Source: an optimization exercise on an open RTL-to-GDS flow (aim: small area, a short achievable clock period and few clock cycles). Production flows keep margins and buffers that such runs may drop. Function was checked by simulation only, so behaviour that the tests miss may differ from the original.

**flow/design.v**
```verilog
module bmul16(a, b, s, c);
	input [15:0] a, b;
	output [31:0] s, c;
	wire one0 = b[0] ^ 1'b0;
	wire two0 = (b[1] & ~b[0] & ~1'b0) | (~b[1] & b[0] & 1'b0);
	wire neg0 = b[1];
	wire pp0_0 = ((one0 & a[0]) | (two0 & 1'b0)) ^ neg0;
	wire pp0_1 = ((one0 & a[1]) | (two0 & a[0])) ^ neg0;
	wire pp0_2 = ((one0 & a[2]) | (two0 & a[1])) ^ neg0;
	wire pp0_3 = ((one0 & a[3]) | (two0 & a[2])) ^ neg0;
	wire pp0_4 = ((one0 & a[4]) | (two0 & a[3])) ^ neg0;
	wire pp0_5 = ((one0 & a[5]) | (two0 & a[4])) ^ neg0;
	wire pp0_6 = ((one0 & a[6]) | (two0 & a[5])) ^ neg0;
	wire pp0_7 = ((one0 & a[7]) | (two0 & a[6])) ^ neg0;
	wire pp0_8 = ((one0 & a[8]) | (two0 & a[7])) ^ neg0;
	wire pp0_9 = ((one0 & a[9]) | (two0 & a[8])) ^ neg0;
	wire pp0_10 = ((one0 & a[10]) | (two0 & a[9])) ^ neg0;
	wire pp0_11 = ((one0 & a[11]) | (two0 & a[10])) ^ neg0;
	wire pp0_12 = ((one0 & a[12]) | (two0 & a[11])) ^ neg0;
	wire pp0_13 = ((one0 & a[13]) | (two0 & a[12])) ^ neg0;
	wire pp0_14 = ((one0 & a[14]) | (two0 & a[13])) ^ neg0;
	wire pp0_15 = ((one0 & a[15]) | (two0 & a[14])) ^ neg0;
	wire pp0_16 = ((one0 & a[15]) | (two0 & a[15])) ^ neg0;
	wire ne0 = ~pp0_16;
	wire one1 = b[2] ^ b[1];
	wire two1 = (b[3] & ~b[2] & ~b[1]) | (~b[3] & b[2] & b[1]);
	wire neg1 = b[3];
	wire pp1_0 = ((one1 & a[0]) | (two1 & 1'b0)) ^ neg1;
	wire pp1_1 = ((one1 & a[1]) | (two1 & a[0])) ^ neg1;
	wire pp1_2 = ((one1 & a[2]) | (two1 & a[1])) ^ neg1;
	wire pp1_3 = ((one1 & a[3]) | (two1 & a[2])) ^ neg1;
	wire pp1_4 = ((one1 & a[4]) | (two1 & a[3])) ^ neg1;
	wire pp1_5 = ((one1 & a[5]) | (two1 & a[4])) ^ neg1;
	wire pp1_6 = ((one1 & a[6]) | (two1 & a[5])) ^ neg1;
	wire pp1_7 = ((one1 & a[7]) | (two1 & a[6])) ^ neg1;
	wire pp1_8 = ((one1 & a[8]) | (two1 & a[7])) ^ neg1;
	wire pp1_9 = ((one1 & a[9]) | (two1 & a[8])) ^ neg1;
	wire pp1_10 = ((one1 & a[10]) | (two1 & a[9])) ^ neg1;
	wire pp1_11 = ((one1 & a[11]) | (two1 & a[10])) ^ neg1;
	wire pp1_12 = ((one1 & a[12]) | (two1 & a[11])) ^ neg1;
	wire pp1_13 = ((one1 & a[13]) | (two1 & a[12])) ^ neg1;
	wire pp1_14 = ((one1 & a[14]) | (two1 & a[13])) ^ neg1;
	wire pp1_15 = ((one1 & a[15]) | (two1 & a[14])) ^ neg1;
	wire pp1_16 = ((one1 & a[15]) | (two1 & a[15])) ^ neg1;
	wire ne1 = ~pp1_16;
	wire one2 = b[4] ^ b[3];
	wire two2 = (b[5] & ~b[4] & ~b[3]) | (~b[5] & b[4] & b[3]);
	wire neg2 = b[5];
	wire pp2_0 = ((one2 & a[0]) | (two2 & 1'b0)) ^ neg2;
	wire pp2_1 = ((one2 & a[1]) | (two2 & a[0])) ^ neg2;
	wire pp2_2 = ((one2 & a[2]) | (two2 & a[1])) ^ neg2;
	wire pp2_3 = ((one2 & a[3]) | (two2 & a[2])) ^ neg2;
	wire pp2_4 = ((one2 & a[4]) | (two2 & a[3])) ^ neg2;
	wire pp2_5 = ((one2 & a[5]) | (two2 & a[4])) ^ neg2;
	wire pp2_6 = ((one2 & a[6]) | (two2 & a[5])) ^ neg2;
	wire pp2_7 = ((one2 & a[7]) | (two2 & a[6])) ^ neg2;
	wire pp2_8 = ((one2 & a[8]) | (two2 & a[7])) ^ neg2;
	wire pp2_9 = ((one2 & a[9]) | (two2 & a[8])) ^ neg2;
	wire pp2_10 = ((one2 & a[10]) | (two2 & a[9])) ^ neg2;
	wire pp2_11 = ((one2 & a[11]) | (two2 & a[10])) ^ neg2;
	wire pp2_12 = ((one2 & a[12]) | (two2 & a[11])) ^ neg2;
	wire pp2_13 = ((one2 & a[13]) | (two2 & a[12])) ^ neg2;
	wire pp2_14 = ((one2 & a[14]) | (two2 & a[13])) ^ neg2;
	wire pp2_15 = ((one2 & a[15]) | (two2 & a[14])) ^ neg2;
	wire pp2_16 = ((one2 & a[15]) | (two2 & a[15])) ^ neg2;
	wire ne2 = ~pp2_16;
	wire one3 = b[6] ^ b[5];
	wire two3 = (b[7] & ~b[6] & ~b[5]) | (~b[7] & b[6] & b[5]);
	wire neg3 = b[7];
	wire pp3_0 = ((one3 & a[0]) | (two3 & 1'b0)) ^ neg3;
	wire pp3_1 = ((one3 & a[1]) | (two3 & a[0])) ^ neg3;
	wire pp3_2 = ((one3 & a[2]) | (two3 & a[1])) ^ neg3;
	wire pp3_3 = ((one3 & a[3]) | (two3 & a[2])) ^ neg3;
	wire pp3_4 = ((one3 & a[4]) | (two3 & a[3])) ^ neg3;
	wire pp3_5 = ((one3 & a[5]) | (two3 & a[4])) ^ neg3;
	wire pp3_6 = ((one3 & a[6]) | (two3 & a[5])) ^ neg3;
	wire pp3_7 = ((one3 & a[7]) | (two3 & a[6])) ^ neg3;
	wire pp3_8 = ((one3 & a[8]) | (two3 & a[7])) ^ neg3;
	wire pp3_9 = ((one3 & a[9]) | (two3 & a[8])) ^ neg3;
	wire pp3_10 = ((one3 & a[10]) | (two3 & a[9])) ^ neg3;
	wire pp3_11 = ((one3 & a[11]) | (two3 & a[10])) ^ neg3;
	wire pp3_12 = ((one3 & a[12]) | (two3 & a[11])) ^ neg3;
	wire pp3_13 = ((one3 & a[13]) | (two3 & a[12])) ^ neg3;
	wire pp3_14 = ((one3 & a[14]) | (two3 & a[13])) ^ neg3;
	wire pp3_15 = ((one3 & a[15]) | (two3 & a[14])) ^ neg3;
	wire pp3_16 = ((one3 & a[15]) | (two3 & a[15])) ^ neg3;
	wire ne3 = ~pp3_16;
	wire one4 = b[8] ^ b[7];
	wire two4 = (b[9] & ~b[8] & ~b[7]) | (~b[9] & b[8] & b[7]);
	wire neg4 = b[9];
	wire pp4_0 = ((one4 & a[0]) | (two4 & 1'b0)) ^ neg4;
	wire pp4_1 = ((one4 & a[1]) | (two4 & a[0])) ^ neg4;
	wire pp4_2 = ((one4 & a[2]) | (two4 & a[1])) ^ neg4;
	wire pp4_3 = ((one4 & a[3]) | (two4 & a[2])) ^ neg4;
	wire pp4_4 = ((one4 & a[4]) | (two4 & a[3])) ^ neg4;
	wire pp4_5 = ((one4 & a[5]) | (two4 & a[4])) ^ neg4;
	wire pp4_6 = ((one4 & a[6]) | (two4 & a[5])) ^ neg4;
	wire pp4_7 = ((one4 & a[7]) | (two4 & a[6])) ^ neg4;
	wire pp4_8 = ((one4 & a[8]) | (two4 & a[7])) ^ neg4;
	wire pp4_9 = ((one4 & a[9]) | (two4 & a[8])) ^ neg4;
	wire pp4_10 = ((one4 & a[10]) | (two4 & a[9])) ^ neg4;
	wire pp4_11 = ((one4 & a[11]) | (two4 & a[10])) ^ neg4;
	wire pp4_12 = ((one4 & a[12]) | (two4 & a[11])) ^ neg4;
	wire pp4_13 = ((one4 & a[13]) | (two4 & a[12])) ^ neg4;
	wire pp4_14 = ((one4 & a[14]) | (two4 & a[13])) ^ neg4;
	wire pp4_15 = ((one4 & a[15]) | (two4 & a[14])) ^ neg4;
	wire pp4_16 = ((one4 & a[15]) | (two4 & a[15])) ^ neg4;
	wire ne4 = ~pp4_16;
	wire one5 = b[10] ^ b[9];
	wire two5 = (b[11] & ~b[10] & ~b[9]) | (~b[11] & b[10] & b[9]);
	wire neg5 = b[11];
	wire pp5_0 = ((one5 & a[0]) | (two5 & 1'b0)) ^ neg5;
	wire pp5_1 = ((one5 & a[1]) | (two5 & a[0])) ^ neg5;
	wire pp5_2 = ((one5 & a[2]) | (two5 & a[1])) ^ neg5;
	wire pp5_3 = ((one5 & a[3]) | (two5 & a[2])) ^ neg5;
	wire pp5_4 = ((one5 & a[4]) | (two5 & a[3])) ^ neg5;
	wire pp5_5 = ((one5 & a[5]) | (two5 & a[4])) ^ neg5;
	wire pp5_6 = ((one5 & a[6]) | (two5 & a[5])) ^ neg5;
	wire pp5_7 = ((one5 & a[7]) | (two5 & a[6])) ^ neg5;
	wire pp5_8 = ((one5 & a[8]) | (two5 & a[7])) ^ neg5;
	wire pp5_9 = ((one5 & a[9]) | (two5 & a[8])) ^ neg5;
	wire pp5_10 = ((one5 & a[10]) | (two5 & a[9])) ^ neg5;
	wire pp5_11 = ((one5 & a[11]) | (two5 & a[10])) ^ neg5;
	wire pp5_12 = ((one5 & a[12]) | (two5 & a[11])) ^ neg5;
	wire pp5_13 = ((one5 & a[13]) | (two5 & a[12])) ^ neg5;
	wire pp5_14 = ((one5 & a[14]) | (two5 & a[13])) ^ neg5;
	wire pp5_15 = ((one5 & a[15]) | (two5 & a[14])) ^ neg5;
	wire pp5_16 = ((one5 & a[15]) | (two5 & a[15])) ^ neg5;
	wire ne5 = ~pp5_16;
	wire one6 = b[12] ^ b[11];
	wire two6 = (b[13] & ~b[12] & ~b[11]) | (~b[13] & b[12] & b[11]);
	wire neg6 = b[13];
	wire pp6_0 = ((one6 & a[0]) | (two6 & 1'b0)) ^ neg6;
	wire pp6_1 = ((one6 & a[1]) | (two6 & a[0])) ^ neg6;
	wire pp6_2 = ((one6 & a[2]) | (two6 & a[1])) ^ neg6;
	wire pp6_3 = ((one6 & a[3]) | (two6 & a[2])) ^ neg6;
	wire pp6_4 = ((one6 & a[4]) | (two6 & a[3])) ^ neg6;
	wire pp6_5 = ((one6 & a[5]) | (two6 & a[4])) ^ neg6;
	wire pp6_6 = ((one6 & a[6]) | (two6 & a[5])) ^ neg6;
	wire pp6_7 = ((one6 & a[7]) | (two6 & a[6])) ^ neg6;
	wire pp6_8 = ((one6 & a[8]) | (two6 & a[7])) ^ neg6;
	wire pp6_9 = ((one6 & a[9]) | (two6 & a[8])) ^ neg6;
	wire pp6_10 = ((one6 & a[10]) | (two6 & a[9])) ^ neg6;
	wire pp6_11 = ((one6 & a[11]) | (two6 & a[10])) ^ neg6;
	wire pp6_12 = ((one6 & a[12]) | (two6 & a[11])) ^ neg6;
	wire pp6_13 = ((one6 & a[13]) | (two6 & a[12])) ^ neg6;
	wire pp6_14 = ((one6 & a[14]) | (two6 & a[13])) ^ neg6;
	wire pp6_15 = ((one6 & a[15]) | (two6 & a[14])) ^ neg6;
	wire pp6_16 = ((one6 & a[15]) | (two6 & a[15])) ^ neg6;
	wire ne6 = ~pp6_16;
	wire one7 = b[14] ^ b[13];
	wire two7 = (b[15] & ~b[14] & ~b[13]) | (~b[15] & b[14] & b[13]);
	wire neg7 = b[15];
	wire pp7_0 = ((one7 & a[0]) | (two7 & 1'b0)) ^ neg7;
	wire pp7_1 = ((one7 & a[1]) | (two7 & a[0])) ^ neg7;
	wire pp7_2 = ((one7 & a[2]) | (two7 & a[1])) ^ neg7;
	wire pp7_3 = ((one7 & a[3]) | (two7 & a[2])) ^ neg7;
	wire pp7_4 = ((one7 & a[4]) | (two7 & a[3])) ^ neg7;
	wire pp7_5 = ((one7 & a[5]) | (two7 & a[4])) ^ neg7;
	wire pp7_6 = ((one7 & a[6]) | (two7 & a[5])) ^ neg7;
	wire pp7_7 = ((one7 & a[7]) | (two7 & a[6])) ^ neg7;
	wire pp7_8 = ((one7 & a[8]) | (two7 & a[7])) ^ neg7;
	wire pp7_9 = ((one7 & a[9]) | (two7 & a[8])) ^ neg7;
	wire pp7_10 = ((one7 & a[10]) | (two7 & a[9])) ^ neg7;
	wire pp7_11 = ((one7 & a[11]) | (two7 & a[10])) ^ neg7;
	wire pp7_12 = ((one7 & a[12]) | (two7 & a[11])) ^ neg7;
	wire pp7_13 = ((one7 & a[13]) | (two7 & a[12])) ^ neg7;
	wire pp7_14 = ((one7 & a[14]) | (two7 & a[13])) ^ neg7;
	wire pp7_15 = ((one7 & a[15]) | (two7 & a[14])) ^ neg7;
	wire pp7_16 = ((one7 & a[15]) | (two7 & a[15])) ^ neg7;
	wire ne7 = ~pp7_16;
	wire s1 = pp0_10 ^ pp1_8;
	wire c2 = pp0_10 & pp1_8;
	wire s3 = pp0_11 ^ pp1_9;
	wire c4 = pp0_11 & pp1_9;
	wire s5 = pp0_12 ^ pp1_10 ^ pp2_8;
	wire c6 = (pp0_12 & pp1_10) | (pp0_12 & pp2_8) | (pp1_10 & pp2_8);
	wire s7 = pp3_6 ^ pp4_4;
	wire c8 = pp3_6 & pp4_4;
	wire s9 = pp0_13 ^ pp1_11 ^ pp2_9;
	wire c10 = (pp0_13 & pp1_11) | (pp0_13 & pp2_9) | (pp1_11 & pp2_9);
	wire s11 = pp3_7 ^ pp4_5;
	wire c12 = pp3_7 & pp4_5;
	wire s13 = pp0_14 ^ pp1_12 ^ pp2_10;
	wire c14 = (pp0_14 & pp1_12) | (pp0_14 & pp2_10) | (pp1_12 & pp2_10);
	wire s15 = pp3_8 ^ pp4_6 ^ pp5_4;
	wire c16 = (pp3_8 & pp4_6) | (pp3_8 & pp5_4) | (pp4_6 & pp5_4);
	wire s17 = pp6_2 ^ pp7_0;
	wire c18 = pp6_2 & pp7_0;
	wire s19 = pp0_15 ^ pp1_13 ^ pp2_11;
	wire c20 = (pp0_15 & pp1_13) | (pp0_15 & pp2_11) | (pp1_13 & pp2_11);
	wire s21 = pp3_9 ^ pp4_7 ^ pp5_5;
	wire c22 = (pp3_9 & pp4_7) | (pp3_9 & pp5_5) | (pp4_7 & pp5_5);
	wire s23 = pp6_3 ^ pp7_1;
	wire c24 = pp6_3 & pp7_1;
	wire s25 = ne0 ^ pp1_14 ^ pp2_12;
	wire c26 = (ne0 & pp1_14) | (ne0 & pp2_12) | (pp1_14 & pp2_12);
	wire s27 = pp3_10 ^ pp4_8 ^ pp5_6;
	wire c28 = (pp3_10 & pp4_8) | (pp3_10 & pp5_6) | (pp4_8 & pp5_6);
	wire s29 = pp6_4 ^ pp7_2 ^ 1'b1;
	wire c30 = (pp6_4 & pp7_2) | (pp6_4 & 1'b1) | (pp7_2 & 1'b1);
	wire s31 = pp1_15 ^ pp2_13 ^ pp3_11;
	wire c32 = (pp1_15 & pp2_13) | (pp1_15 & pp3_11) | (pp2_13 & pp3_11);
	wire s33 = pp4_9 ^ pp5_7 ^ pp6_5;
	wire c34 = (pp4_9 & pp5_7) | (pp4_9 & pp6_5) | (pp5_7 & pp6_5);
	wire s35 = pp7_3 ^ 1'b1;
	wire c36 = pp7_3 & 1'b1;
	wire s37 = ne1 ^ pp2_14 ^ pp3_12;
	wire c38 = (ne1 & pp2_14) | (ne1 & pp3_12) | (pp2_14 & pp3_12);
	wire s39 = pp4_10 ^ pp5_8 ^ pp6_6;
	wire c40 = (pp4_10 & pp5_8) | (pp4_10 & pp6_6) | (pp5_8 & pp6_6);
	wire s41 = pp2_15 ^ pp3_13 ^ pp4_11;
	wire c42 = (pp2_15 & pp3_13) | (pp2_15 & pp4_11) | (pp3_13 & pp4_11);
	wire s43 = pp5_9 ^ pp6_7;
	wire c44 = pp5_9 & pp6_7;
	wire s45 = ne2 ^ pp3_14 ^ pp4_12;
	wire c46 = (ne2 & pp3_14) | (ne2 & pp4_12) | (pp3_14 & pp4_12);
	wire s47 = pp3_15 ^ pp4_13;
	wire c48 = pp3_15 & pp4_13;
	wire s49 = pp0_6 ^ pp1_4;
	wire c50 = pp0_6 & pp1_4;
	wire s51 = pp0_7 ^ pp1_5;
	wire c52 = pp0_7 & pp1_5;
	wire s53 = pp0_8 ^ pp1_6 ^ pp2_4;
	wire c54 = (pp0_8 & pp1_6) | (pp0_8 & pp2_4) | (pp1_6 & pp2_4);
	wire s55 = pp3_2 ^ pp4_0;
	wire c56 = pp3_2 & pp4_0;
	wire s57 = pp0_9 ^ pp1_7 ^ pp2_5;
	wire c58 = (pp0_9 & pp1_7) | (pp0_9 & pp2_5) | (pp1_7 & pp2_5);
	wire s59 = pp3_3 ^ pp4_1;
	wire c60 = pp3_3 & pp4_1;
	wire s61 = s1 ^ pp2_6 ^ pp3_4;
	wire c62 = (s1 & pp2_6) | (s1 & pp3_4) | (pp2_6 & pp3_4);
	wire s63 = pp4_2 ^ pp5_0 ^ neg5;
	wire c64 = (pp4_2 & pp5_0) | (pp4_2 & neg5) | (pp5_0 & neg5);
	wire s65 = c2 ^ s3 ^ pp2_7;
	wire c66 = (c2 & s3) | (c2 & pp2_7) | (s3 & pp2_7);
	wire s67 = pp3_5 ^ pp4_3 ^ pp5_1;
	wire c68 = (pp3_5 & pp4_3) | (pp3_5 & pp5_1) | (pp4_3 & pp5_1);
	wire s69 = c4 ^ s5 ^ s7;
	wire c70 = (c4 & s5) | (c4 & s7) | (s5 & s7);
	wire s71 = pp5_2 ^ pp6_0 ^ neg6;
	wire c72 = (pp5_2 & pp6_0) | (pp5_2 & neg6) | (pp6_0 & neg6);
	wire s73 = c6 ^ c8 ^ s9;
	wire c74 = (c6 & c8) | (c6 & s9) | (c8 & s9);
	wire s75 = s11 ^ pp5_3 ^ pp6_1;
	wire c76 = (s11 & pp5_3) | (s11 & pp6_1) | (pp5_3 & pp6_1);
	wire s77 = c10 ^ c12 ^ s13;
	wire c78 = (c10 & c12) | (c10 & s13) | (c12 & s13);
	wire s79 = s15 ^ s17 ^ neg7;
	wire c80 = (s15 & s17) | (s15 & neg7) | (s17 & neg7);
	wire s81 = c14 ^ c16 ^ c18;
	wire c82 = (c14 & c16) | (c14 & c18) | (c16 & c18);
	wire s83 = s19 ^ s21 ^ s23;
	wire c84 = (s19 & s21) | (s19 & s23) | (s21 & s23);
	wire s85 = c20 ^ c22 ^ c24;
	wire c86 = (c20 & c22) | (c20 & c24) | (c22 & c24);
	wire s87 = s25 ^ s27 ^ s29;
	wire c88 = (s25 & s27) | (s25 & s29) | (s27 & s29);
	wire s89 = c26 ^ c28 ^ c30;
	wire c90 = (c26 & c28) | (c26 & c30) | (c28 & c30);
	wire s91 = s31 ^ s33 ^ s35;
	wire c92 = (s31 & s33) | (s31 & s35) | (s33 & s35);
	wire s93 = c32 ^ c34 ^ c36;
	wire c94 = (c32 & c34) | (c32 & c36) | (c34 & c36);
	wire s95 = s37 ^ s39 ^ pp7_4;
	wire c96 = (s37 & s39) | (s37 & pp7_4) | (s39 & pp7_4);
	wire s97 = c38 ^ c40 ^ s41;
	wire c98 = (c38 & c40) | (c38 & s41) | (c40 & s41);
	wire s99 = s43 ^ pp7_5 ^ 1'b1;
	wire c100 = (s43 & pp7_5) | (s43 & 1'b1) | (pp7_5 & 1'b1);
	wire s101 = c42 ^ c44 ^ s45;
	wire c102 = (c42 & c44) | (c42 & s45) | (c44 & s45);
	wire s103 = pp5_10 ^ pp6_8 ^ pp7_6;
	wire c104 = (pp5_10 & pp6_8) | (pp5_10 & pp7_6) | (pp6_8 & pp7_6);
	wire s105 = c46 ^ s47 ^ pp5_11;
	wire c106 = (c46 & s47) | (c46 & pp5_11) | (s47 & pp5_11);
	wire s107 = pp6_9 ^ pp7_7 ^ 1'b1;
	wire c108 = (pp6_9 & pp7_7) | (pp6_9 & 1'b1) | (pp7_7 & 1'b1);
	wire s109 = c48 ^ ne3 ^ pp4_14;
	wire c110 = (c48 & ne3) | (c48 & pp4_14) | (ne3 & pp4_14);
	wire s111 = pp5_12 ^ pp6_10 ^ pp7_8;
	wire c112 = (pp5_12 & pp6_10) | (pp5_12 & pp7_8) | (pp6_10 & pp7_8);
	wire s113 = pp4_15 ^ pp5_13 ^ pp6_11;
	wire c114 = (pp4_15 & pp5_13) | (pp4_15 & pp6_11) | (pp5_13 & pp6_11);
	wire s115 = pp7_9 ^ 1'b1;
	wire c116 = pp7_9 & 1'b1;
	wire s117 = ne4 ^ pp5_14 ^ pp6_12;
	wire c118 = (ne4 & pp5_14) | (ne4 & pp6_12) | (pp5_14 & pp6_12);
	wire s119 = pp5_15 ^ pp6_13;
	wire c120 = pp5_15 & pp6_13;
	wire s121 = pp0_4 ^ pp1_2;
	wire c122 = pp0_4 & pp1_2;
	wire s123 = pp0_5 ^ pp1_3;
	wire c124 = pp0_5 & pp1_3;
	wire s125 = s49 ^ pp2_2 ^ pp3_0;
	wire c126 = (s49 & pp2_2) | (s49 & pp3_0) | (pp2_2 & pp3_0);
	wire s127 = c50 ^ s51 ^ pp2_3;
	wire c128 = (c50 & s51) | (c50 & pp2_3) | (s51 & pp2_3);
	wire s129 = c52 ^ s53 ^ s55;
	wire c130 = (c52 & s53) | (c52 & s55) | (s53 & s55);
	wire s131 = c54 ^ c56 ^ s57;
	wire c132 = (c54 & c56) | (c54 & s57) | (c56 & s57);
	wire s133 = c58 ^ c60 ^ s61;
	wire c134 = (c58 & c60) | (c58 & s61) | (c60 & s61);
	wire s135 = c62 ^ c64 ^ s65;
	wire c136 = (c62 & c64) | (c62 & s65) | (c64 & s65);
	wire s137 = c66 ^ c68 ^ s69;
	wire c138 = (c66 & c68) | (c66 & s69) | (c68 & s69);
	wire s139 = c70 ^ c72 ^ s73;
	wire c140 = (c70 & c72) | (c70 & s73) | (c72 & s73);
	wire s141 = c74 ^ c76 ^ s77;
	wire c142 = (c74 & c76) | (c74 & s77) | (c76 & s77);
	wire s143 = c78 ^ c80 ^ s81;
	wire c144 = (c78 & c80) | (c78 & s81) | (c80 & s81);
	wire s145 = c82 ^ c84 ^ s85;
	wire c146 = (c82 & c84) | (c82 & s85) | (c84 & s85);
	wire s147 = c86 ^ c88 ^ s89;
	wire c148 = (c86 & c88) | (c86 & s89) | (c88 & s89);
	wire s149 = c90 ^ c92 ^ s93;
	wire c150 = (c90 & c92) | (c90 & s93) | (c92 & s93);
	wire s151 = c94 ^ c96 ^ s97;
	wire c152 = (c94 & c96) | (c94 & s97) | (c96 & s97);
	wire s153 = c98 ^ c100 ^ s101;
	wire c154 = (c98 & c100) | (c98 & s101) | (c100 & s101);
	wire s155 = c102 ^ c104 ^ s105;
	wire c156 = (c102 & c104) | (c102 & s105) | (c104 & s105);
	wire s157 = c106 ^ c108 ^ s109;
	wire c158 = (c106 & c108) | (c106 & s109) | (c108 & s109);
	wire s159 = c110 ^ c112 ^ s113;
	wire c160 = (c110 & c112) | (c110 & s113) | (c112 & s113);
	wire s161 = c114 ^ c116 ^ s117;
	wire c162 = (c114 & c116) | (c114 & s117) | (c116 & s117);
	wire s163 = c118 ^ s119 ^ pp7_11;
	wire c164 = (c118 & s119) | (c118 & pp7_11) | (s119 & pp7_11);
	wire s165 = c120 ^ ne5 ^ pp6_14;
	wire c166 = (c120 & ne5) | (c120 & pp6_14) | (ne5 & pp6_14);
	wire s167 = pp6_15 ^ pp7_13;
	wire c168 = pp6_15 & pp7_13;
	wire s169 = pp0_2 ^ pp1_0;
	wire c170 = pp0_2 & pp1_0;
	wire s171 = pp0_3 ^ pp1_1;
	wire c172 = pp0_3 & pp1_1;
	wire s173 = s121 ^ pp2_0 ^ neg2;
	wire c174 = (s121 & pp2_0) | (s121 & neg2) | (pp2_0 & neg2);
	wire s175 = c122 ^ s123 ^ pp2_1;
	wire c176 = (c122 & s123) | (c122 & pp2_1) | (s123 & pp2_1);
	wire s177 = c124 ^ s125 ^ neg3;
	wire c178 = (c124 & s125) | (c124 & neg3) | (s125 & neg3);
	wire s179 = c126 ^ s127 ^ pp3_1;
	wire c180 = (c126 & s127) | (c126 & pp3_1) | (s127 & pp3_1);
	wire s181 = c128 ^ s129 ^ neg4;
	wire c182 = (c128 & s129) | (c128 & neg4) | (s129 & neg4);
	wire s183 = c130 ^ s131 ^ s59;
	wire c184 = (c130 & s131) | (c130 & s59) | (s131 & s59);
	wire s185 = c132 ^ s133 ^ s63;
	wire c186 = (c132 & s133) | (c132 & s63) | (s133 & s63);
	wire s187 = c134 ^ s135 ^ s67;
	wire c188 = (c134 & s135) | (c134 & s67) | (s135 & s67);
	wire s189 = c136 ^ s137 ^ s71;
	wire c190 = (c136 & s137) | (c136 & s71) | (s137 & s71);
	wire s191 = c138 ^ s139 ^ s75;
	wire c192 = (c138 & s139) | (c138 & s75) | (s139 & s75);
	wire s193 = c140 ^ s141 ^ s79;
	wire c194 = (c140 & s141) | (c140 & s79) | (s141 & s79);
	wire s195 = c142 ^ s143 ^ s83;
	wire c196 = (c142 & s143) | (c142 & s83) | (s143 & s83);
	wire s197 = c144 ^ s145 ^ s87;
	wire c198 = (c144 & s145) | (c144 & s87) | (s145 & s87);
	wire s199 = c146 ^ s147 ^ s91;
	wire c200 = (c146 & s147) | (c146 & s91) | (s147 & s91);
	wire s201 = c148 ^ s149 ^ s95;
	wire c202 = (c148 & s149) | (c148 & s95) | (s149 & s95);
	wire s203 = c150 ^ s151 ^ s99;
	wire c204 = (c150 & s151) | (c150 & s99) | (s151 & s99);
	wire s205 = c152 ^ s153 ^ s103;
	wire c206 = (c152 & s153) | (c152 & s103) | (s153 & s103);
	wire s207 = c154 ^ s155 ^ s107;
	wire c208 = (c154 & s155) | (c154 & s107) | (s155 & s107);
	wire s209 = c156 ^ s157 ^ s111;
	wire c210 = (c156 & s157) | (c156 & s111) | (s157 & s111);
	wire s211 = c158 ^ s159 ^ s115;
	wire c212 = (c158 & s159) | (c158 & s115) | (s159 & s115);
	wire s213 = c160 ^ s161 ^ pp7_10;
	wire c214 = (c160 & s161) | (c160 & pp7_10) | (s161 & pp7_10);
	wire s215 = c162 ^ s163 ^ 1'b1;
	wire c216 = (c162 & s163) | (c162 & 1'b1) | (s163 & 1'b1);
	wire s217 = c164 ^ s165 ^ pp7_12;
	wire c218 = (c164 & s165) | (c164 & pp7_12) | (s165 & pp7_12);
	wire s219 = c166 ^ s167 ^ 1'b1;
	wire c220 = (c166 & s167) | (c166 & 1'b1) | (s167 & 1'b1);
	wire s221 = c168 ^ ne6 ^ pp7_14;
	wire c222 = (c168 & ne6) | (c168 & pp7_14) | (ne6 & pp7_14);
	wire s223 = pp7_15 ^ 1'b1;
	wire c224 = pp7_15 & 1'b1;
	assign s = {1'b1, c224, c222, c220, c218, c216, c214, c212, c210, c208, c206, c204, c202, c200, c198, c196, c194, c192, c190, c188, c186, c184, c182, c180, c178, c176, c174, c172, c170, s169, pp0_1, pp0_0};
	assign c = {1'b0, ne7, s223, s221, s219, s217, s215, s213, s211, s209, s207, s205, s203, s201, s199, s197, s195, s193, s191, s189, s187, s185, s183, s181, s179, s177, s175, s173, s171, neg1, 1'b0, neg0};
endmodule
`timescale 1ns / 1ps
module levinson_top(clock, reset, start, done,
	scratch_mem_read_addr, scratch_mem_in,
	scratch_mem_write_addr, scratch_mem_out, scratch_mem_write_en);
	input clock, reset, start;
	output done;
	output [11:0] scratch_mem_read_addr;
	input [31:0] scratch_mem_in;
	output [11:0] scratch_mem_write_addr;
	output [31:0] scratch_mem_out;
	output scratch_mem_write_en;
	localparam [31:0] MAX32 = 32'h7fff_ffff;
	localparam [31:0] MIN32 = 32'h8000_0000;
	localparam [2:0] T_NONE = 3'd0, T_KK = 3'd1, T_AL = 3'd2, T_I1 = 3'd3,
	                 T_I2 = 3'd4, T_FI = 3'd5, T_U = 3'd6, T_S = 3'd7;
	localparam [2:0] C_NONE = 3'd0, C_AL = 3'd2, C_I1 = 3'd3, C_I2 = 3'd4,
	                 C_FI = 3'd5, C_NXT = 3'd6;
	localparam [1:0] M_IDLE = 2'd0, M_RUN = 2'd1, M_RST = 2'd2;
	function [31:0] sadd;    
		input [31:0] a, b;
		reg [31:0] s;
		begin
			s = a + b;
			if (a[31] == b[31] && s[31] != a[31])
				sadd = a[31] ? MIN32 : MAX32;
			else
				sadd = s;
		end
	endfunction
	function [31:0] fmt;     
		input [31:0] x;
		fmt = {x[31:16], 1'b0, x[15:1]};
	endfunction
	function [31:0] comp;    
		input [31:0] x;
		comp = {x[31:16], x[14:0], 1'b0};
	endfunction
	function [4:0] nrm;      
		input [31:0] x;
		reg [31:0] v;
		reg [15:0] a1;  reg [15:0] c1;         
		reg [7:0] a2;   reg [15:0] c2;         
		reg [3:0] a3;   reg [11:0] c3;         
		reg [1:0] a4;   reg [7:0] c4;          
		integer i;
		begin
			v = {x[31:1] ^ x[30:0], 1'b1};
			for (i = 0; i < 16; i = i + 1) begin
				a1[i] = v[2*i+1] | v[2*i];
				c1[i] = ~v[2*i+1];
			end
			for (i = 0; i < 8; i = i + 1) begin
				a2[i] = a1[2*i+1] | a1[2*i];
				c2[2*i +: 2] = a1[2*i+1] ? {1'b0, c1[2*i+1]} : {1'b1, c1[2*i]};
			end
			for (i = 0; i < 4; i = i + 1) begin
				a3[i] = a2[2*i+1] | a2[2*i];
				c3[3*i +: 3] = a2[2*i+1] ? {1'b0, c2[4*i+2 +: 2]} : {1'b1, c2[4*i +: 2]};
			end
			for (i = 0; i < 2; i = i + 1) begin
				a4[i] = a3[2*i+1] | a3[2*i];
				c4[4*i +: 4] = a3[2*i+1] ? {1'b0, c3[6*i+3 +: 3]} : {1'b1, c3[6*i +: 3]};
			end
			nrm = a4[1] ? {1'b0, c4[7:4]} : {1'b1, c4[3:0]};
			if (x == 32'd0) nrm = 5'd0;
		end
	endfunction
	function [4:0] shl4s;    
		input [31:0] x;
		begin
			if (x[31] != x[30]) shl4s = 5'b00001;
			else if (x[31] != x[29]) shl4s = 5'b00010;
			else if (x[31] != x[28]) shl4s = 5'b00100;
			else if (x[31] != x[27]) shl4s = 5'b01000;
			else shl4s = 5'b10000;
		end
	endfunction
	function [11:0] bufa;    
		input b;
		input [3:0] idx;
		bufa = {4'h1, b ? 4'h5 : 4'h3, idx};
	endfunction
	reg [1:0] mode;
	reg p0, p1, p2;
	reg ma_lo, mb_lo, t_lm, a_ld, sh_k, ng_s;
	reg [4:0] amtk;           
	reg t0pos;                
	reg pro;                  
	reg [3:0] it;             
	reg lit;                  
	reg [2:0] jat, jbt, jct;
	reg [3:0] jak, jbk, jck, jrk;
	reg ja_l, jb_l, jc_l;     
	reg r_u, r_s, r_s0, r_sl, r_al, r_i2, r_fi;
	reg [2:0] ch;             
	reg [2:0] chw;            
	reg [3:0] nu, ns;         
	reg [3:0] ul, sl;         
	reg [3:0] du;             
	reg sfirst;
	reg uf1, uf2, uf3, sf1, sf2;
	reg young;                
	reg f1, f2, f3, f4;       
	reg t1, t2;               
	reg unst;
	reg [3:0] dcnt;           
	reg [15:0] rem;
	reg [5:0] ec;             
	wire [5:0] ecn = ec + 6'd1;
	reg e6, e7, e10, e13, e16, e39, ew1, ew2;
	reg [3:0] rcn;            
	reg [3:0] wm;
	reg [4:0] s4;
	reg sa_acc, sa_sum, sa_sh4, sb_ad, sb_acc, sb_mi;
	reg [31:0] X, Y, H, AD, acc, sum, K, alp, inv, MI;
	reg [31:0] ms, mc, T;
	reg [4:0] ex;
	reg [11:0] ra, wa;
	reg [31:0] wd;
	reg we, done_r;
	assign scratch_mem_read_addr = ra;
	assign scratch_mem_write_addr = wa;
	assign scratch_mem_out = wd;
	assign scratch_mem_write_en = we;
	assign done = done_r;
	wire [15:0] ma = ma_lo ? X[15:0] : X[31:16];
	wire [15:0] mb = mb_lo ? Y[15:0] : Y[31:16];
	wire [31:0] mps, mpc;
	bmul16 i_mul(.a(ma), .b(mb), .s(mps), .c(mpc));
	wire [31:0] P = ms + mc;
	wire p_big = (P == 32'h4000_0000);
	wire p_small = (P[31:3] == 29'd0) && (P[2:0] != 3'd0);
	wire [15:0] mq = p_small ? P[15:0] : (p_big ? 16'h7fff : P[30:15]);
	wire [31:0] t_next = t_lm ? (p_big ? MAX32 : {P[30:0], 1'b0}) : {{15{mq[15]}}, mq, 1'b0};
	wire [31:0] acc_next = a_ld ? T : sadd(acc, T);
	wire [4:0] lz = nrm(acc);
	wire [4:0] lzk = nrm(K);
	wire [31:0] sh_out = (sh_k ? K : acc) << (sh_k ? amtk : lz);
	wire [31:0] shl2_acc = (acc[31] != acc[30]) ? acc :
	                       ((acc[31] != acc[29]) ? {acc[30:0], 1'b0} : {acc[29:0], 2'b0});
	wire [31:0] ng_in = ng_s ? sum : acc;
	wire [31:0] ng_raw = ~ng_in + 32'd1;
	wire [31:0] ng_out = (ng_in == MIN32) ? MAX32 : ng_raw;
	wire [1:0] s2 = (acc[31] != acc[30]) ? 2'd0 : ((acc[31] != acc[29]) ? 2'd1 : 2'd2);
	wire [31:0] neg_shl2 = (shl2_acc == MIN32) ? MAX32 :
	                       ((s2 == 2'd0) ? ng_raw : ((s2 == 2'd1) ? {ng_raw[30:0], 1'b0} : {ng_raw[29:0], 2'b0}));
	wire [31:0] sh4 = ({32{s4[0]}} & sum) | ({32{s4[1]}} & {sum[30:0], 1'b0}) |
	                  ({32{s4[2]}} & {sum[29:0], 2'b0}) | ({32{s4[3]}} & {sum[28:0], 3'b0}) |
	                  ({32{s4[4]}} & {sum[27:0], 4'b0});
	wire [31:0] oa = ({32{sa_acc}} & acc) | ({32{sa_sum}} & sum) | ({32{sa_sh4}} & sh4);
	wire [31:0] ob = ({32{sb_ad}} & comp(AD)) | ({32{sb_acc}} & acc) | ({32{sb_mi}} & comp(MI));
	wire [31:0] o_raw = oa + ob;
	wire o_ovf = (oa[31] == ob[31]) && (o_raw[31] != oa[31]);
	wire [31:0] o_sum = o_ovf ? (oa[31] ? MIN32 : MAX32) : o_raw;
	wire [16:0] rnd_y = (sum[31] == sum[30]) ? sum[30:14] : sum[31:15];    
	wire [15:0] rnd_hi = (rnd_y[16:1] == 16'h7fff && rnd_y[0]) ? 16'h7fff : rnd_y[16:1] + {15'd0, rnd_y[0]};
	wire [31:0] kk_post = {1'b0, ~(acc[31] ? ng_out[30:0] : acc[30:0])};    
	wire [31:0] i1_post = (acc == MIN32) ? 32'hffff_ffff :
	                      (acc[31] ? MAX32 : {1'b0, ~acc[30:0]});           
	wire u_avail = (ul != 4'd0);
	wire s_avail = (sl != 4'd0);
	wire [1:0] recent = {1'b0, uf1} + {1'b0, uf2} + {1'b0, uf3};
	wire s_ready = s_avail && (sfirst ? !young : (du >= {2'b0, recent}));
	wire fin_ok = !s_avail && !sf1 && !sf2;
	wire few_left = (ul == 4'd0 && sl <= 4'd1) || (ul == 4'd1 && sl == 4'd0);
	reg [2:0] dt;
	reg [3:0] dk;
	always @(*) begin
		dt = T_NONE;
		dk = 4'd0;
		if (ch == C_NXT) begin
			if (chw == 3'd0)
				dt = (it == 4'd9) ? T_U : T_KK;
		end else if (ch != C_NONE && chw == 3'd0 && (ch != C_FI || fin_ok) && (ch != C_I1 || few_left)) begin
			dt = ch;
		end else if (u_avail && du < 4'd3) begin
			dt = T_U; dk = nu;
		end else if (s_ready) begin
			dt = T_S; dk = ns;
		end else if (u_avail) begin
			dt = T_U; dk = nu;
		end
	end
	wire signed [15:0] kh = K[31:16];
	wire k_unst = (kh > 16'sd32750) || (kh < -16'sd32750);
	wire [15:0] den = alp[31:16];
	wire [16:0] s1t = {rem, 1'b0} - {1'b0, den};
	wire [15:0] s1r = s1t[16] ? {rem[14:0], 1'b0} : s1t[15:0];
	wire [16:0] s2t = {s1r, 1'b0} - {1'b0, den};
	wire [15:0] s2r = s2t[16] ? {s1r[14:0], 1'b0} : s2t[15:0];
	wire [3:0] um = it - 4'd1 - jck;    
	wire [3:0] rm = it - 4'd1 - jrk;    
	wire run = (mode == M_RUN);
	wire rst_m = (mode == M_RST);
	wire w_u = run & p2 & r_u & ~lit;                    
	wire w_f3 = run & p2 & f3;                           
	wire w_f4 = run & p0 & f4;                           
	wire w_lw = run & lit & ((p1 & ew1) | (p2 & ew2));   
	wire w_mi = (run & p0 & lit & (e10 | e13)) | (rst_m & rcn >= 4'd3);
	wire w_4k = (run & p0 & lit & e16) | (rst_m & rcn == 4'd0);
	always @(posedge clock)
		wd <= ({32{w_u}} & fmt(o_sum)) | ({32{w_f3}} & fmt({{4{K[31]}}, K[31:4]})) |
		      ({32{w_f4}} & {{16{K[31]}}, K[31:16]}) | ({32{w_lw}} & {{16{inv[15]}}, inv[15:0]}) |
		      ({32{w_mi}} & MI) | {19'd0, w_4k, 12'd0};
	wire s_os = run & ((p2 & r_s) | (p0 & t1) | (p2 & r_u & lit));
	wire s_ab = run & p1 & t2;
	wire s_10 = run & p2 & lit & e6;
	wire s_0 = run & p1 & pro;
	always @(posedge clock)
		if (s_os | s_ab | s_10 | s_0)
			sum <= ({32{s_os}} & o_sum) | ({32{s_ab}} & fmt(sum[31] ? ng_out : sum)) |
			       ({32{s_10}} & {{4{K[31]}}, K[31:5], 1'b0});
	wire k_fi = run & p2 & r_fi;
	wire k_f2 = run & p1 & f2;
	always @(posedge clock)
		if (k_fi | k_f2)
			K <= ({32{k_fi}} & (t0pos ? neg_shl2 : shl2_acc)) | ({32{k_f2}} & sh_out);
	wire ld = run & p2;
	wire x_k = (jbt == T_KK) | (jbt == T_U);
	wire x_a = (jbt == T_AL) | (jbt == T_I1);
	wire x_i = (jbt == T_I2);
	wire x_s = (jbt == T_FI);
	wire x_h = (jbt == T_S);
	wire y_k = (jbt == T_KK);
	wire y_kk = (jbt == T_AL);
	wire y_i = (jbt == T_I1) | (jbt == T_I2) | ((jbt == T_FI) & ~r_i2);
	wire y_a = (jbt == T_FI) & r_i2;
	wire y_m = (jbt == T_U) | (jbt == T_S);
	always @(posedge clock)
		if (ld & (jbt != T_NONE)) begin
			X <= ({32{x_k}} & fmt(K)) | ({32{x_a}} & alp) | ({32{x_i}} & fmt(i1_post)) |
			     ({32{x_s}} & sum) | ({32{x_h}} & H);
			Y <= ({32{y_k}} & fmt(K)) | ({32{y_kk}} & fmt(kk_post)) | ({32{y_i}} & inv) |
			     ({32{y_a}} & fmt(acc)) | ({32{y_m}} & MI);
		end
	always @(posedge clock) begin
		ms <= mps;
		mc <= mpc;
		T <= t_next;
		acc <= acc_next;
		MI <= scratch_mem_in;
		AD <= MI;                 
		we <= 1'b0;
		done_r <= 1'b0;
		wa <= bufa(it[0], rm);
		ra <= bufa(~it[0], um);
		rem <= (dcnt == 4'd8) ? s1r : s2r;
		if (dcnt != 4'd0) begin
			dcnt <= dcnt - 4'd1;
			if (dcnt == 4'd8) begin
				inv <= {15'd0, ~s1t[16], 16'd0};
			end else begin
				inv[31:16] <= {inv[29:16], ~s1t[16], ~s2t[16]};
			end
		end
		case (mode)
		M_IDLE: begin
			ra <= start ? 12'd273 : 12'd272;    
			mode <= start ? M_RUN : M_IDLE;
			pro <= start;
			p0 <= 1'b0; p1 <= 1'b1; p2 <= 1'b0;
			ma_lo <= 1'b0; mb_lo <= 1'b1; t_lm <= 1'b1; a_ld <= 1'b0;
			sh_k <= 1'b1; ng_s <= 1'b1;
			it <= 4'd0;
			lit <= 1'b0;
			ch <= C_I1;
			chw <= 3'd1;
			nu <= 4'd0; ns <= 4'd0; ul <= 4'd0; sl <= 4'd0; du <= 4'd0;
			sfirst <= 1'b1;
			uf1 <= 1'b0; uf2 <= 1'b0; uf3 <= 1'b0; sf1 <= 1'b0; sf2 <= 1'b0;
			young <= 1'b0;
			jat <= T_NONE; jbt <= T_NONE; jct <= T_NONE;
			r_u <= 1'b0; r_s <= 1'b0; r_s0 <= 1'b0; r_sl <= 1'b0;
			r_al <= 1'b0; r_i2 <= 1'b0; r_fi <= 1'b0;
			f1 <= 1'b0; f2 <= 1'b0; f3 <= 1'b0; f4 <= 1'b0;
			t1 <= 1'b0; t2 <= 1'b0;
			ec <= 6'd0;
			e6 <= 1'b0; e7 <= 1'b0; e10 <= 1'b0; e13 <= 1'b0; e16 <= 1'b0; e39 <= 1'b0;
			ew1 <= 1'b0; ew2 <= 1'b0;
			sa_acc <= 1'b0; sa_sum <= 1'b0; sa_sh4 <= 1'b0;
			sb_ad <= 1'b0; sb_acc <= 1'b0; sb_mi <= 1'b0;
		end
		M_RST: begin
			rcn <= rcn + 4'd1;
			if (rcn < 4'd10) ra <= 12'd321 + {8'd0, rcn};
			else ra <= 12'd358 + {8'd0, rcn};      
			if (rcn == 4'd0) begin
				we <= 1'b1; wa <= 12'd784;
			end else if (rcn >= 4'd3 && rcn <= 4'd12) begin
				we <= 1'b1; wa <= 12'd782 + {8'd0, rcn};
			end else if (rcn >= 4'd13) begin
				we <= 1'b1; wa <= 12'd339 + {8'd0, rcn};
			end
			if (rcn == 4'd14) done_r <= 1'b1;
			if (rcn == 4'd15) begin
				mode <= M_IDLE;
				ra <= 12'd272;
			end
		end
		default: begin    
			p0 <= p2; p1 <= p0; p2 <= p1;
			ma_lo <= ~(p0 | p2); a_ld <= p1 & ~p0;
			mb_lo <= ~(p1 | p2); t_lm <= p0 & ~p2; sh_k <= p0 & ~p1;
			ng_s <= p0 | (p1 & p2);
			if (lit) ec <= ecn;
			e6 <= lit && ecn == 6'd6;
			e7 <= lit && ecn == 6'd7;
			e10 <= lit && ecn == 6'd10;
			e13 <= lit && ecn == 6'd13;
			e16 <= lit && ecn == 6'd16;
			e39 <= lit && ecn == 6'd39;
			ew1 <= lit && (ecn == 6'd8 || (ecn >= 6'd14 && ecn <= 6'd38));
			ew2 <= lit && (ecn == 6'd9 || (ecn >= 6'd15 && ecn <= 6'd39));
			sa_acc <= p1 & r_u;
			sa_sum <= p1 & r_s & ~r_s0;
			sb_ad <= p1 & r_u;
			sb_acc <= p1 & r_s;
			sa_sh4 <= p2 & ~lit;
			sb_mi <= p2 & ~lit;
			if (p0) begin
				if (jat == T_S) ra <= 12'd273 + {8'd0, jak};
				if (r_sl) ra <= 12'd273 + {8'd0, it};
				if (jbt == T_S) H <= MI;
				if (f1) begin
					amtk <= (ex < lzk) ? ex : lzk;
					f1 <= 1'b0;
					f2 <= 1'b1;
				end
				if (t1) begin
					t1 <= 1'b0;
					t2 <= 1'b1;
				end
				if (f4) begin
					we <= 1'b1;
					wa <= 12'd351 + {8'd0, it};
					f4 <= 1'b0;
					if (unst) begin
						mode <= M_RST;
						rcn <= 4'd0;
						dcnt <= 4'd0;
					end
				end
				if (lit) begin
					inv[15:0] <= rnd_hi;     
					if (e7) ra <= 12'd352;
					if (e10) ra <= 12'd353;
					if (e10 || e13) begin
						we <= 1'b1;
						wa <= e10 ? 12'd368 : 12'd369;
					end
					if (e16) begin
						we <= 1'b1;
						wa <= 12'd784;
					end
				end
			end
			if (p1) begin
				if (jct == T_U) ra <= bufa(~it[0], um);
				if (t2) begin
					t0pos <= !sum[31] && (sum != 32'd0);
					t2 <= 1'b0;
				end
				if (f2) begin
					f2 <= 1'b0;
					f3 <= 1'b1;
				end
				if (lit && ew1) begin
					we <= 1'b1;
					wa <= {4'h3, 4'h1, wm};       
				end
				if (pro) begin
					s4 <= 5'b00001;
					t1 <= 1'b1;
				end
			end
			if (p2) begin
				if (jat == T_U) ra <= bufa(~it[0], jak + 4'd1);
				else if (jat == T_S) ra <= bufa(it[0], it - jak);
				if (r_u) begin
					if (lit) begin
						wm <= 4'd9 - jrk;
					end else begin
						we <= 1'b1;
						wa <= bufa(it[0], rm);
					end
				end
				if (r_s) begin
					s4 <= o_ovf ? 5'b00001 : shl4s(o_raw);
					if (r_sl) t1 <= 1'b1;
				end
				if (r_al) begin
					alp <= fmt(sh_out);
					ex <= ({1'b0, ex} + {1'b0, lz} > 6'd31) ? 5'd31 : ex + lz;
					dcnt <= 4'd8;
					rem <= 16'h3fff;
				end
				if (r_i2) inv <= fmt(acc);
				if (r_fi) begin
					f1 <= 1'b1;
				end
				if (f3) begin
					we <= 1'b1;
					wa <= bufa(it[0], it);
					unst <= (it >= 4'd2) && k_unst;
					f3 <= 1'b0;
					f4 <= 1'b1;
				end
				if (pro) begin
					pro <= 1'b0;
					alp <= MI;           
					ex <= 5'd0;
					dcnt <= 4'd8;
					rem <= 16'h3fff;
				end
				if (lit) begin
					if (e6) begin
						wm <= 4'd10;
					end
					if (ew2) begin
						we <= 1'b1;
						wa <= {4'h1, 4'h4, wm};       
					end
					if (e39) done_r <= 1'b1;
				end
				jrk <= jck;
				r_u <= (jct == T_U);
				r_s <= (jct == T_S);
				r_s0 <= (jct == T_S) && (jck == 4'd0);
				r_sl <= (jct == T_S) && jc_l;
				r_al <= (jct == T_AL);
				r_i2 <= (jct == T_I2);
				r_fi <= (jct == T_FI);
				jct <= jbt; jck <= jbk; jc_l <= jb_l;
				jbt <= jat; jbk <= jak; jb_l <= ja_l;
				jat <= dt; jak <= dk; ja_l <= (dt == T_S) && (sl == 4'd1);
				uf3 <= uf2; uf2 <= uf1; uf1 <= (dt == T_U);
				sf2 <= sf1; sf1 <= (dt == T_S);
				young <= 1'b0;
				if (ch == C_NXT) begin
					if (chw == 3'd0) begin
						it <= it + 4'd1;
						ns <= 4'd0;
						sfirst <= 1'b1;
						young <= 1'b1;
						if (it == 4'd9) begin
							lit <= 1'b1;
							nu <= 4'd1;
							ul <= 4'd8;
							sl <= 4'd0;
							du <= 4'd1;
							ch <= C_NONE;
							ec <= 6'd1;
						end else begin
							nu <= 4'd0;
							ul <= it;
							sl <= it + 4'd1;
							du <= 4'd0;
							ch <= C_AL;
							chw <= 3'd1;
						end
					end else
						chw <= chw - 3'd1;
				end else if (dt == ch && ch != C_NONE) begin
					case (ch)
					C_AL: begin ch <= C_I1; chw <= 3'd4; end
					C_I1: begin ch <= C_I2; chw <= 3'd1; end
					C_I2: begin ch <= C_FI; chw <= 3'd1; end
					default: begin ch <= C_NXT; chw <= 3'd2; end
					endcase
				end else begin
					if (chw != 3'd0) chw <= chw - 3'd1;
					if (dt == T_U) begin
						nu <= nu + 4'd1;
						ul <= ul - 4'd1;
						du <= du + 4'd1;
					end
					if (dt == T_S) begin
						ns <= ns + 4'd1;
						sl <= sl - 4'd1;
						du <= du - 4'd1;
						sfirst <= 1'b0;
					end
				end
				if (lit && e39) begin
					mode <= M_IDLE;
					ra <= 12'd272;
				end
			end
		end
		endcase
		if (reset) begin
			mode <= M_IDLE;
			ra <= 12'd272;
			we <= 1'b0;
			done_r <= 1'b0;
		end
	end
endmodule
```
**flow/flow/run.sh**
```bash
#!/bin/bash
set -euo pipefail
bash standard.sh SETUP_SLACK_MARGIN=15 finish > standard.log 2>&1
```
**flow/standard.sh**
```bash
#!/bin/bash
# synth_recipe.tcl (not shown) runs the flow's synth.tcl, then flattens the netlist and writes it again
# the make line also repeats each setting of config.mk as NAME=value (left out here)
make -C /OpenROAD-flow-scripts/flow DESIGN_CONFIG=/design/flow/config.mk WORK_HOME=/design/flow/orfs CLKGATE_MAP_FILE= SYNTH_SCRIPT=/design/flow/synth_recipe.tcl "${@:-finish}"
```
**flow/config.mk**
```make
export PLATFORM = sky130hd
export DESIGN_NAME = levinson_top
export DESIGN_NICKNAME = levinson_top
export VERILOG_FILES = /design/flow/design.v
export SDC_FILE = /design/flow/constraint.sdc
export NUM_CORES = 8
export LEC_CHECK = 0
export ABC_AREA = 1
export CAP_MARGIN = 20
export CORE_MARGIN = 2
export CORE_UTILIZATION = 35
export CTS_CLUSTER_DIAMETER = 100
export CTS_CLUSTER_SIZE = 16
export PLACE_DENSITY = 0.55
export SLEW_MARGIN = 20
```
**flow/constraint.sdc**
```tcl
create_clock -name core_clock -period 20.0 [get_ports {clock}]
set_input_delay 4.0000 -clock core_clock [delete_from_list [all_inputs] [get_ports {clock}]]
set_output_delay 4.0000 -clock core_clock [all_outputs]
set_load 0.01 [all_outputs]
```
==> impl_metrics.py <==
metrics = {
    "synth": {
        "synth.top_cell.area_share": 0.203,
        "synth-compound-area-share": 0.199,
        "syn_area_per_cell_um2": 7.35,
        "yosys_warnings": 1,
        "synth_area_mm2": 0.0480,
        "seq_area_frac_synth": 0.324,
        "async_flop_share": 0,
        "synth_top_family_by_area": "simple AND/OR/NAND/NOR gates",
        "synth_area_leaders": "edfxtp_1 (20%), dfxtp_1 (12%), nand2_1 (11%), ha_1 (6.6%), inv_1 (5.4%)",
        "synthXorXnorAreaFrac": 0.0551,
        "ys_types": 67,
        "yosys.area_share.simple": 0.230,
        "yosys.area_share.adder": 0.105,
        "synth_edf_count": 325,
        "synthFlopType": "edfxtp_1",
        "synth.area.mux_share": 0.00167,
        "yosysTopAreaCell": "edfxtp_1",
        "synth.ff_latch_count": 615,
        "synth_cells": 6526,
    },
    "worst_setup_path": {
        "cp.required_ns": 16.00,
        "path_max_fanout": 1,
        "slowest_stage": "dfxtp_4",
        "rr_endpoint": "sum[30]",
        "reg2reg_slack_ns": 14.94,
        "critPathCaptureType": "primary output",
        "cp_cell_sequence": "buf_6",
        "crit_buf_inv": 1,
        "crit_type": "flop to primary output",
        "max_stage_delay_ns": 0.41,
        "r2r_start": "ng_s",
        "critPathLaunchType": "flop",
        "rr_worst_depth": 16,
        "crit_arrival_ns": 1.25,
        "path_delay_family": "flip-flops",
    },
    "global_routing": {
        "first_global_vias": 47100,
        "track_usage": 0.391,
        "grt_antenna_before_repair": 35,
        "grt_max_degree": 65,
        "overflow": 0,
        "grt_first_pass_wirelength_mm": 385,
    },
    "layout": {
        "final_nets": 6937,
        "final_common_cell": "nand2_1",
        "final.fill_count": 14400,
        "area_growth_syn_to_layout_pct": 11.4,
        "mostFrequentLayoutCells": "nand2_1 (1438), inv_1 (684), nor2_1 (549)",
        "drive_gt1_frac": 0.0785,
    },
    "worst_hold_path": {
        "worst_hold_path_type": "flop to flop",
        "whs_endpoint": "AD[3]",
        "hold_depth": 0,
        "hold_path.startpoint": "MI[3]",
    },
    "timing": {
        "slew_headroom": 0.114,
        "period_share": 0.263,
        "fin_tns_setup_ns": 0,
        "setup-violations-final": 0,
        "tightest_slew_ns": 1.32,
        "hold_violations": 0,
        "clock_skew_ns": 0.0646,
        "rsz0062_at_grt": "yes",
        "fin_crit_ns": 5.25,
        "clock.fmax_mhz": 190,
        "slew_viol_final": 0,
    },
    "floorplan": {
        "start_util": 0.353,
        "io-pin-count": 93,
        "dieWidth_um": 374,
        "die_h_um": 374,
        "dieArea_mm2": 0.140,
        "fp-row-count": 135,
        "fp.coreArea_mm2": 0.136,
    },
    "power_and_ir_drop": {
        "clockPowerShare": 0.123,
        "ir_drop_v": 0.000122,
        "power_frac_seq": 0.214,
        "combinationalPowerShare": 0.663,
        "p_int_mw": 3.86,
        "switching_share": 0.553,
        "p_per_area_mw_per_mm2": 162,
        "power.total_mw": 8.63,
        "p_leak_nw": 23.3,
        "switching_power_mw": 4.78,
    },
    "clock_network": {
        "clk_latency_ns": 0.71,
        "cts_tree": "done",
        "cts_buffers": 49,
        "path_clk_slew_ns": 0.09,
        "cts.path.max_buffers": 3,
        "htreeDepth": 2,
        "root_buffer": "clkbuf_16",
        "cts_num_sinks": 615,
        "hold_buffers": 0,
    },
    "placed_design": {
        "dp_hpwl_mm": 219,
        "io_buffers": 83,
        "gp_congestion": 1.07,
    },
    "route": {
        "drtIter0Drc": 7316,
        "topRoutingLayerUsed": "met5",
        "dr.pass1.iters": 9,
        "wl_met2_mm": 114,
        "wl_met3_mm": 31.3,
        "wl_met1_mm": 116,
        "via_per_inst": 6.13,
        "via_count": 51400,
        "ant_nets": 0,
        "totalWireLength_mm": 284,
        "drc_errors": 0,
        "wl_per_cell_um": 33.8,
    },
    "flow_run": {
        "maxCapViolations": 0,
    },
    "run_status": {
        "status": "timing/DRC/antenna clean",
    },
}
[cells by family after synthesis]
| kind of cell | after synthesis |
|---|---|
| simple gates | 2652 |
| compound gates | 1561 |
| buf+inv | 1040 |
| flops | 615 |
| fa+ha+maj | 346 |
| xor+xnor | 302 |
| mux | 8 |
| other cells | 2 |
[what timing repair did]
action	CTS	global route
buffers inserted	10	24
setup endpoints to repair	222	189
gates cloned	1	1
pin swaps	1	12
resized for setup	353	75
[per-stage QoR]
step | util | setup WS, ns | std cells | cell area (um^2) | hold WS, ns
6_report | 0.393 | 14.75 | 8390 | 53400 | 0.365
5_1_grt | 0.393 | 14.76 | 8377 | 53400 | 0.384
4_1_cts | 0.390 | 14.72 | 8349 | 52900 | 0.370
3_5_place_dp | 0.376 | 13.54 | 8248 | 51000 | 0.359
3_3_place_gp | 0.375 | 13.01 | 8246 | 51000 | 0.358
2_1_floorplan | - | 15.56 | 6533 | 48000 | 0.347
[how the worst max path moves through the flow]
stage | startpoint | slack (ns) | to | depth (start not counted)
after global routing | wd[26] | 14.76 | scratch_mem_out[26] | 1
final | wd[8] | 14.75 | scratch_mem_out[8] | 1
after CTS | wd[26] | 14.72 | scratch_mem_out[26] | 1
after global placement | s4[2] | 13.01 | sum[21] | 21
after detailed placement | s4[1] | 13.54 | sum[14] | 19
after floorplan | reset | 15.56 | done_r | 2
[final cells by class]
cell class / instances / area [um^2] / share of cell area
timing repair inverter: 2 / 12.5 / 0.000234
timing repair buffer: 262 / 2300 / 0.0430
antenna: 14 / 35.0 / 0.000656
clock inverter: 14 / 194 / 0.00363
clock buffer: 76 / 1380 / 0.0258
multi-input combinational: 4878 / 28800 / 0.538
tap: 1781 / 2230 / 0.0417
sequential: 615 / 15700 / 0.293
inverter: 748 / 2850 / 0.0534
[power groups by stage]
stage / clock network, mW / logic (mW) / registers (mW)
2_1_floorplan: 0 / 3.50 / 1.79
4_1_cts: 1.07 / 5.53 / 1.84
5_1_grt: 1.11 / 6.21 / 1.87
3_5_place_dp: 0 / 5.47 / 1.87
6_report: 1.06 / 5.72 / 1.85
3_3_place_gp: 0 / 5.48 / 1.87
[cells in the mapped netlist (11+ instances only)]
| cell type | count |
|---|---|
| buf_2 | 40 |
| or2_2 | 25 |
| a21boi_0 | 11 |
| nor4_1 | 24 |
| o22ai_1 | 234 |
| buf_4 | 13 |
| edfxtp_1 | 325 |
| nand2_1 | 1453 |
| dfxtp_1 | 290 |
| nor3_1 | 53 |
| ha_1 | 253 |
| o21a_1 | 15 |
| a221oi_1 | 57 |
| nand3b_1 | 13 |
| nand4_1 | 51 |
| o21bai_1 | 26 |
| inv_2 | 32 |
| xor2_1 | 241 |
| fa_1 | 93 |
| o21ai_1 | 31 |
| a22oi_1 | 38 |
| o31ai_1 | 25 |
| a211oi_1 | 19 |
| buf_1 | 22 |
| o211ai_1 | 108 |
| nor2_1 | 559 |
| nand3_1 | 427 |
| o221ai_1 | 84 |
| o21ai_0 | 457 |
| inv_1 | 695 |
| a21o_1 | 19 |
| clkbuf_1 | 208 |
| clkinv_1 | 21 |
| xnor2_1 | 61 |
| a21oi_1 | 349 |
| a31oi_1 | 35 |
| o2111ai_1 | 31 |
[metal layers]
layer | up-vias | GRT usage
li1 | 22400 | -
met1 | 25000 | 0.526
met2 | 3225 | 0.555
met3 | 733 | 0.101
met4 | 26 | 0.247
met5 | - | 0
Testbench counts, summed over its fixed seeds: cycles 1,327,200.

==> what the ideal ports hide <==
In the flow no input, the clock included, has a driving cell. The finished layout below was timed again as built, in two steps.
Step 1 (the two cells are an assumption about what drives the block):
set clk [get_ports {clock}]
set_driving_cell -lib_cell sky130_fd_sc_hd__clkbuf_16 $clk
set_driving_cell -lib_cell sky130_fd_sc_hd__buf_2 [delete_from_list [all_inputs] $clk]
Step 2, shift: input delay + t, output delay - t, t = (earliest + latest rising clock arrival at the registers) / 2. This alone moves slack from input paths to output paths.
a / b / c = no drivers / after step 1 / after step 2; a / b = the first two.
t, ns: 0.764
slack for setup (ns): 14.749 / 14.662 / 14.473
hold slack, ns: 0.365 / 0.365 / 0.365
latest minus earliest clock arrival (ns): 0.066 / 0.065
worst data-port slew with drivers (ns): 0.10
After both steps setup and hold are still met in this run. For this run, drivers alone change the setup slack by -0.087 ns; drivers and shift together by -0.276 ns.
